This is an optimization exercise on Yosys and OpenROAD, whose aim is a short achievable clock period and few clock cycles, not a production implementation. Only simulation tests tie the RTL to the original design; equivalence was not proved.

==> inputs of job 2952 <==
## e203_muldiv_top
module e203_muldiv_top (
  input         clk,
  input         rst_n,
  input         i_valid,
  output        i_ready,
  input  [2:0]  i_op,      
  input  [31:0] i_rs1,
  input  [31:0] i_rs2,
  output        o_valid,
  input         o_ready,
  output [31:0] o_wdat
);
==> module e203_muldiv_top, before the edit <==
module e203_muldiv_top (
  input         clk,
  input         rst_n,
  input         i_valid,
  output        i_ready,
  input  [2:0]  i_op,      
  input  [31:0] i_rs1,
  input  [31:0] i_rs2,
  output        o_valid,
  input         o_ready,
  output [31:0] o_wdat
);
  localparam DG   = 3;                     
  localparam WB   = 2 * DG;                
  localparam NWIN = (32 + WB - 1) / WB;    
  localparam DW   = NWIN * WB;             
  wire is_div = i_op[2];
  wire is_rem = i_op[1];
  wire mul_sa = (i_op[1:0] != 2'b11);
  wire mul_sb = ~i_op[1];
  wire [65:0] prod;
  booth_mul33 u_mul (
    .x ({mul_sa & i_rs1[31], i_rs1}),
    .y ({mul_sb & i_rs2[31], i_rs2}),
    .p (prod)
  );
  wire div_s  = ~i_op[0];
  wire sa     = div_s & i_rs1[31];
  wire sb     = div_s & i_rs2[31];
  wire sq     = sa ^ sb;
  wire b_zero = (i_rs2 == 32'd0);
  wire        f_big;
  wire [31:0] f_q;
  wire [31:0] f_r;
  div_fast u_fast (
    .a   (i_rs1),
    .b   (i_rs2),
    .sgn (div_s),
    .big (f_big),
    .q   (f_q),
    .r   (f_r)
  );
  wire fast_ok = b_zero | ~f_big;
  wire [31:0] am = sa ? (32'd0 - i_rs1) : i_rs1;
  wire [31:0] bm = sb ? (32'd0 - i_rs2) : i_rs2;
  reg  [NWIN-1:0] win_need;
  reg  [2:0]      start_w;
  reg  [31:0]     start_p;
  reg  [DW-1:0]   start_d;
  integer w;
  always @* begin
    win_need = {NWIN{1'b0}};
    for (w = 1; w < NWIN; w = w + 1)
      win_need[w] = ((am >> (WB * w)) >= bm);
    start_w = 3'd0;
    for (w = 1; w < NWIN; w = w + 1)
      if (win_need[w]) start_w = w;
    start_p = 32'd0;
    start_d = {DW{1'b0}};
    for (w = 0; w < NWIN; w = w + 1)
      if (start_w == w) begin
        start_p = ({{DW{1'b0}}, am} >> (WB * (w + 1)));
        start_d = ({{DW{1'b0}}, am} << (DW - WB * (w + 1)));
      end
  end
  reg           busy;
  reg [2:0]     s_w;
  reg [31:0]    s_p;     
  reg [DW-1:0]  s_d;     
  reg [31:0]    s_q;     
  reg [31:0]    s_b1;    
  reg [33:0]    s_b3;    
  wire [31:0]   n_p;
  wire [DW-1:0] n_d;
  wire [31:0]   n_q;
  div_slow_step #(.DG(DG), .DW(DW)) u_step (
    .p   (s_p),
    .d   (s_d),
    .q   (s_q),
    .b1  (s_b1),
    .b3  (s_b3),
    .n_p (n_p),
    .n_d (n_d),
    .n_q (n_q)
  );
  reg  done;
  wire last = (s_w == 3'd0);
  wire [31:0] sres = is_rem ? (sa ? (32'd0 - s_p) : s_p)
                            : (sq ? (32'd0 - s_q) : s_q);
  always @(posedge clk or negedge rst_n) begin
    if (!rst_n) begin
      busy <= 1'b0;
      done <= 1'b0;
    end else if (~i_valid) begin
      busy <= 1'b0;
      done <= 1'b0;
    end else if (~busy) begin
      busy <= is_div & ~fast_ok;
      done <= 1'b0;
    end else if (~done) begin
      done <= last;
    end else if (o_ready) begin
      busy <= 1'b0;
      done <= 1'b0;
    end
  end
  always @(posedge clk) begin
    if (~busy) begin
      s_w  <= start_w;
      s_p  <= start_p;
      s_d  <= start_d;
      s_q  <= 32'd0;
      s_b1 <= bm;
      s_b3 <= {2'b00, bm} + {1'b0, bm, 1'b0};
    end else if (~done) begin
      s_w  <= s_w - 3'd1;
      s_p  <= n_p;
      s_d  <= n_d;
      s_q  <= n_q;
    end
  end
  out_sel u_out (
    .busy    (busy),
    .done    (done),
    .i_valid (i_valid),
    .o_ready (o_ready),
    .i_op    (i_op),
    .b_zero  (b_zero),
    .f_big   (f_big),
    .sres    (sres),
    .prod    (prod[63:0]),
    .f_q     (f_q),
    .f_r     (f_r),
    .a       (i_rs1),
    .o_valid (o_valid),
    .i_ready (i_ready),
    .o_wdat  (o_wdat)
  );
endmodule
==> flow/config.mk <==
export PLATFORM = sky130hd
export DESIGN_NAME = e203_muldiv_top
export DESIGN_NICKNAME = e203_muldiv_top
export VERILOG_FILES = /design/flow/design.v
export SDC_FILE = /design/flow/constraint.sdc
export NUM_CORES = 4
export LEC_CHECK = 0
export CAP_MARGIN = 20
export CORE_MARGIN = 2
export CORE_UTILIZATION = 40
export PLACE_DENSITY = 0.6
export SETUP_SLACK_MARGIN = 3
export SLEW_MARGIN = 20
export SYNTH_HIERARCHICAL = 1
export SYNTH_MINIMUM_KEEP_SIZE = 0
==> flow/constraint.sdc <==
create_clock -name core_clock -period 12.0 [get_ports {clk}]
set_input_delay 2.4000 -clock core_clock [delete_from_list [all_inputs] [get_ports {clk}]]
set_output_delay 2.4000 -clock core_clock [all_outputs]
set_load 0.01 [all_outputs]
run.sh (not shown) runs the stock make flow with config.mk's settings and CLKGATE_MAP_FILE= SYNTH_SCRIPT=/design/flow/synth_recipe.tcl, a recipe that flattens the netlist after the stock synthesis.
==> job 6455: changes against job 2952 <==
--- a/flow/design.v
+++ b/flow/design.v
@@ -2580,6 +2580,7 @@
   localparam DG   = 3;                     
   localparam WB   = 2 * DG;                
-  localparam NWIN = (32 + WB - 1) / WB;    
-  localparam DW   = NWIN * WB;             
+  localparam LB   = 2;                     
+  localparam NWIN = (32 - LB + WB - 1) / WB;   
+  localparam DW   = LB + NWIN * WB;        
   wire is_div = i_op[2];
   wire is_rem = i_op[1];
@@ -2619,5 +2620,5 @@
     win_need = {NWIN{1'b0}};
     for (w = 1; w < NWIN; w = w + 1)
-      win_need[w] = ((am >> (WB * w)) >= bm);
+      win_need[w] = ((am >> (LB + WB * w)) >= bm);
     start_w = 3'd0;
     for (w = 1; w < NWIN; w = w + 1)
@@ -2627,6 +2628,6 @@
     for (w = 0; w < NWIN; w = w + 1)
       if (start_w == w) begin
-        start_p = ({{DW{1'b0}}, am} >> (WB * (w + 1)));
-        start_d = ({{DW{1'b0}}, am} << (DW - WB * (w + 1)));
+        start_p = ({{DW{1'b0}}, am} >> (LB + WB * (w + 1)));
+        start_d = ({{DW{1'b0}}, am} << (DW - LB - WB * (w + 1)));
       end
   end
@@ -2653,6 +2654,19 @@
   reg  done;
   wire last = (s_w == 3'd0);
-  wire [31:0] sres = is_rem ? (sa ? (32'd0 - s_p) : s_p)
-                            : (sq ? (32'd0 - s_q) : s_q);
+  wire [31:0]   l_p;
+  wire [DW-1:0] l_d;
+  wire [31:0]   l_q;
+  div_slow_step #(.DG(LB / 2), .DW(DW)) u_last (
+    .p   (s_p),
+    .d   (s_d),
+    .q   (s_q),
+    .b1  (s_b1),
+    .b3  (s_b3),
+    .n_p (l_p),
+    .n_d (l_d),
+    .n_q (l_q)
+  );
+  wire [31:0] sres = is_rem ? (sa ? (32'd0 - l_p) : l_p)
+                            : (sq ? (32'd0 - l_q) : l_q);
   always @(posedge clk or negedge rst_n) begin
     if (!rst_n) begin
==> comparison <==
Of job 6455 and job 2952, job 6455 has the higher first-iteration DRC count (gap about 4%, measured against job 2952).
Against job 2952, the core utilization of job 6455 is lower by 2.8 points.
In job 6455 the worst setup slack is worse than in job 2952, by 0.12 ns.
Global-route usage: job 2952 is higher than job 6455 (4.8 points).
In job 6455 the sequential cell count is lower than in job 2952, by 6.
Against job 2952, the via count of job 6455 is higher by about 1.9%.
Testbench counts of job 2952, summed over its fixed seeds: cycles 3,691.
Testbench counts of job 6455, summed over its fixed seeds: cycles 3,663.

==> re-timing with driven ports <==
The results above use ideal ports. As a check the final layouts listed here were re-extracted and re-timed, cells and wires unchanged. Step 1 (the two cells are an assumption about what drives the block):
set clk [get_ports {clk}]
set_driving_cell -lib_cell sky130_fd_sc_hd__clkbuf_16 $clk
set_driving_cell -lib_cell sky130_fd_sc_hd__buf_2 [delete_from_list [all_inputs] $clk]
Step 2 adds t to the input delays and takes it off the output delays; t is the mean of the earliest and latest rising clock arrival at the registers after step 1. Input paths then give back, and output paths get back, about the clock's delay inside the block. Slacks: ideal ports / drivers / drivers and shift; pairs: ideal ports / drivers.
run | shift t [ns] | slack for setup (ns) | clock arrival spread, ns
job 2952 | 0.561 | 0.419 / 0.336 / 0.336 | 0.015 / 0.015
job 6455 | 0.501 | 0.297 / 0.254 / 0.254 | 0.019 / 0.018
After both steps every run listed still meets setup and hold. The setup slack of job 2952, which loses most, moves by -0.083 ns with the drivers and by -0.083 ns with both steps.
